Context: an optimization exercise on an open-source flow, tuned for small area, a short achievable clock period and few clock cycles. The choices shown serve that exercise and are no tape-out recipe.
No activity file was given, so power comes from the tool's default toggle rates.

Design ariscv, start of the top module:
module ariscv #(
   parameter NBW_ACLK      = 6,
   parameter NBW_INST      = 32,
   parameter NBW_REGISTER  = 32,
   parameter NBW_ADDR      = 5,
   parameter NBW_PC        = 32
)(
   input  logic                        clk,
   input  logic                        rst_async_n,
   input  logic [NBW_INST-1:0]         i_inst,
   output logic [NBW_PC-1:0]           o_pc,
   output logic [NBW_REGISTER-1:0]     o_writeData,
   output logic [NBW_REGISTER-1:0]     o_writeAddr,
   output logic                        o_memWrite,
   output logic [2:0]                  o_writeWidth,
   input  logic [NBW_REGISTER-1:0]     i_readData
);
   localparam logic [4:0] OP_LOAD = 5'b00000, OP_STORE = 5'b01000, OP_BRANCH = 5'b11000,
                          OP_JALR = 5'b11001, OP_JAL   = 5'b11011, OP_OPIMM  = 5'b00100,
                          OP_OP   = 5'b01100, OP_AUIPC = 5'b00101, OP_LUI    = 5'b01101;
   logic          x_redirect;
   logic [11:2]   x_target;
   logic          d_replay;
   logic [11:2]   pc_q;
   logic [4:0]    f_op;
  ...
Settings: LEC_CHECK=0, CAP_MARGIN=35, CORE_MARGIN=2, CORE_UTILIZATION=40, SLEW_MARGIN=35; clock period 11.0 ns.
standard.sh (not shown) runs the stock make flow with config.mk's settings and CLKGATE_MAP_FILE= SYNTH_SCRIPT=/design/flow/synth_recipe.tcl, a recipe that flattens the netlist after the stock synthesis.
==> flow/flow/run.sh <==
#!/bin/bash
# The standard layout (standard.sh: its synthesis and ORFS steps, its SDC),
# with these changes to how the layout is made:
#  - the resizer is asked for more setup slack than the 11 ns clock needs;
#  - no gate cloning in timing repair (clones added after the last design
#    repair could leave slew violations);
#  - CTS without dummy loads, and with smaller clock buffers;
#  - ports buffered with buf_2 instead of the default delay buffer.
# ORFS writes each step's log under orfs/logs/; make's output goes to flow.log.
set -o pipefail
bash standard.sh SETUP_SLACK_MARGIN=7 SKIP_GATE_CLONING=1 \
  "CTS_ARGS=-sink_clustering_enable -repair_clock_nets -dont_use_dummy_load -buf_list {sky130_fd_sc_hd__clkbuf_4 sky130_fd_sc_hd__clkbuf_8}" \
  "BUFFER_PORTS_ARGS=-buffer_cell sky130_fd_sc_hd__buf_2" \
  finish > flow.log 2>&1
Next try:
--- a/flow/design.v
+++ b/flow/design.v
@@ -111,28 +111,29 @@
 );
    localparam logic [4:0] OP_LOAD = 5'b00000, OP_STORE = 5'b01000, OP_BRANCH = 5'b11000,
                           OP_JALR = 5'b11001, OP_JAL   = 5'b11011, OP_OPIMM  = 5'b00100,
                           OP_OP   = 5'b01100, OP_AUIPC = 5'b00101, OP_LUI    = 5'b01101;
    logic          x_redirect;
    logic [11:2]   x_target;
    logic          d_replay;
    logic [11:2]   pc_q;
    logic [4:0]    f_op;
-   logic          f_jal, f_br, f_pred, f_auipc;
+   logic          f_jal, f_br, f_pred, f_auipc, f_rs2;
    logic [11:2]   f_tj, f_tb, f_target;
    logic [12:2]   f_pc4;
    logic [12:2]   f_alt;
    assign o_pc = {20'd0, pc_q, 2'b00};
    assign f_op    = i_inst[6:2];
    assign f_jal   = (f_op == OP_JAL);
    assign f_br    = (f_op == OP_BRANCH) & (i_inst[31] | i_inst[12]);
    assign f_pred  = f_jal | f_br;
    assign f_auipc = (f_op == OP_AUIPC);
+   assign f_rs2   = (f_op == OP_OP) | (f_op == OP_BRANCH) | (f_op == OP_STORE);
    add_sk #(.W(10)) uu_tj (.i_a(pc_q), .i_b({i_inst[20], i_inst[30:22]}), .i_cin(1'b0), .o_sum(f_tj), .o_cout());
    add_sk #(.W(10)) uu_tb (.i_a(pc_q), .i_b({i_inst[7], i_inst[30:25], i_inst[11:9]}), .i_cin(1'b0), .o_sum(f_tb), .o_cout());
    assign f_target = f_jal ? f_tj : f_tb;
    assign f_pc4   = {1'b0, pc_q} + 11'd1;
    assign f_alt   = (f_auipc | (f_op == OP_LOAD) | (f_op == OP_STORE)) ? {1'b0, pc_q} : (f_pred | (f_op != OP_BRANCH)) ? f_pc4 : {1'b0, f_tb};
    always_ff @(posedge clk or negedge rst_async_n) begin
       if (!rst_async_n)    pc_q <= '0;
       else if (x_redirect) pc_q <= x_target;
       else if (d_replay)    pc_q <= d_alt[11:2];
@@ -149,32 +150,32 @@
    logic [31:1]   d_rs1_sel, d_rs2_sel;
    always_ff @(posedge clk or negedge rst_async_n) begin
       if (!rst_async_n)  d_valid <= 1'b0;
       else               d_valid <= ~x_redirect & ~d_replay;
    end
    always_ff @(posedge clk) begin
       d_ir   <= i_inst;
       d_pred <= f_pred;
       d_alt  <= f_alt;
-      d_useimm <= (f_op != OP_OP) & (f_op != OP_BRANCH) & (f_op != OP_STORE);
+      d_useimm <= ~f_rs2;
       d_mem    <= (f_op == OP_LOAD) | (f_op == OP_STORE);
       d_wen    <= (f_op != OP_STORE) & (f_op != OP_BRANCH) & (i_inst[11:7] != 5'd0);
       d_opx    <= (f_op == OP_OP) | (f_op == OP_OPIMM);
       d_load   <= (f_op == OP_LOAD);
       d_store  <= (f_op == OP_STORE);
       d_branch <= (f_op == OP_BRANCH);
       d_jalr   <= (f_op == OP_JALR);
       d_link   <= (f_op == OP_JAL) | (f_op == OP_JALR);
       d_upper  <= (f_op == OP_LUI) | (f_op == OP_AUIPC);
       d_immsel <= (f_op == OP_STORE) ? 2'd1 : (f_op == OP_LUI) ? 2'd2 : f_auipc ? 2'd3 : 2'd0;
       for (int i = 1; i < 32; i++) begin
          d_rs1_sel[i] <= (i_inst[19:15] == 5'(i));
-         d_rs2_sel[i] <= (i_inst[24:20] == 5'(i));
+         d_rs2_sel[i] <= (i_inst[24:20] == 5'(i)) & f_rs2;
       end
    end
    logic [2:0]    d_f3;
    logic [4:0]    d_rs1, d_rs2, d_rd;
    logic [31:0]   d_imm;
    logic [31:0]   d_rd1, d_rd2;
    assign d_f3  = d_ir[14:12];
    assign d_rs1 = d_ir[19:15];
    assign d_rs2 = d_ir[24:20];
@@ -219,19 +220,19 @@
    logic          x_load, x_store, x_branch, x_jalr, x_link;
    logic          x_pred;
    logic [12:2]   x_alt;
    always_ff @(posedge clk or negedge rst_async_n) begin
       if (!rst_async_n) x_valid <= 1'b0;
       else              x_valid <= d_valid & ~x_redirect & ~d_replay;
    end
    always_ff @(posedge clk) begin
       x_a       <= fwd_a ? x_result : d_rd1;
-      x_b       <= {32{d_sub}} ^ (fwd_b ? x_result : (d_useimm ? d_imm : d_rd2));
+      x_b       <= {32{d_sub}} ^ (fwd_b ? x_result : (d_rd2 | ({32{d_useimm}} & d_imm)));
       x_addr    <= d_addr;
       x_rd      <= d_rd;
       x_wen     <= d_wen;
       x_f3      <= d_f3;
       x_sub     <= d_sub;
       x_arith   <= d_ir[30];
       x_left    <= ~d_f3[2];
       x_sel_sum <= d_opx & (d_f3 == 3'd0);
       x_sel_sh  <= d_opx & (d_f3[1:0] == 2'b01);
Register-to-register slack gets better by 0.02 ns. Clock power fell by about 1%. Sequential cell count is unchanged. Global-route usage hardly moves. Design area fell by 1.3%. Maximum frequency rose by 0.40%. Power fell by 2.9%. Setup slack gets better by 0.016 ns. Die area fell by 1.5%. Routed wire length fell by 0.62%.
No run of this note included a check of the RTL's function; only the layout flow was run.

[separate check: timing with driven ports]
Ports are ideal in the flow. The routed layouts listed here were re-timed in OpenROAD.
Step 1, drivers: a clkbuf_16 drives clk and a buf_2 each remaining input, both assumed.
Step 2 times the ports against the registers' clock, not the clock port: input delays grow and output delays shrink by t, the midpoint of the rising clock arrivals with the driver on.
a / b / c = ideal ports / drivers / drivers and shift; a / b = the first two.
run	shift t [ns]	setup WS [ns]	hold WS [ns]
the first run	0.960	6.928 / 6.928 / 6.250	0.325 / 0.325 / 0.325
the second run	0.974	6.944 / 6.944 / 6.323	0.325 / 0.325 / 0.325
After both steps every run listed still meets setup and hold. The setup slack of the first run, which loses most, moves by 0.000 ns with the drivers and by -0.678 ns with both steps.
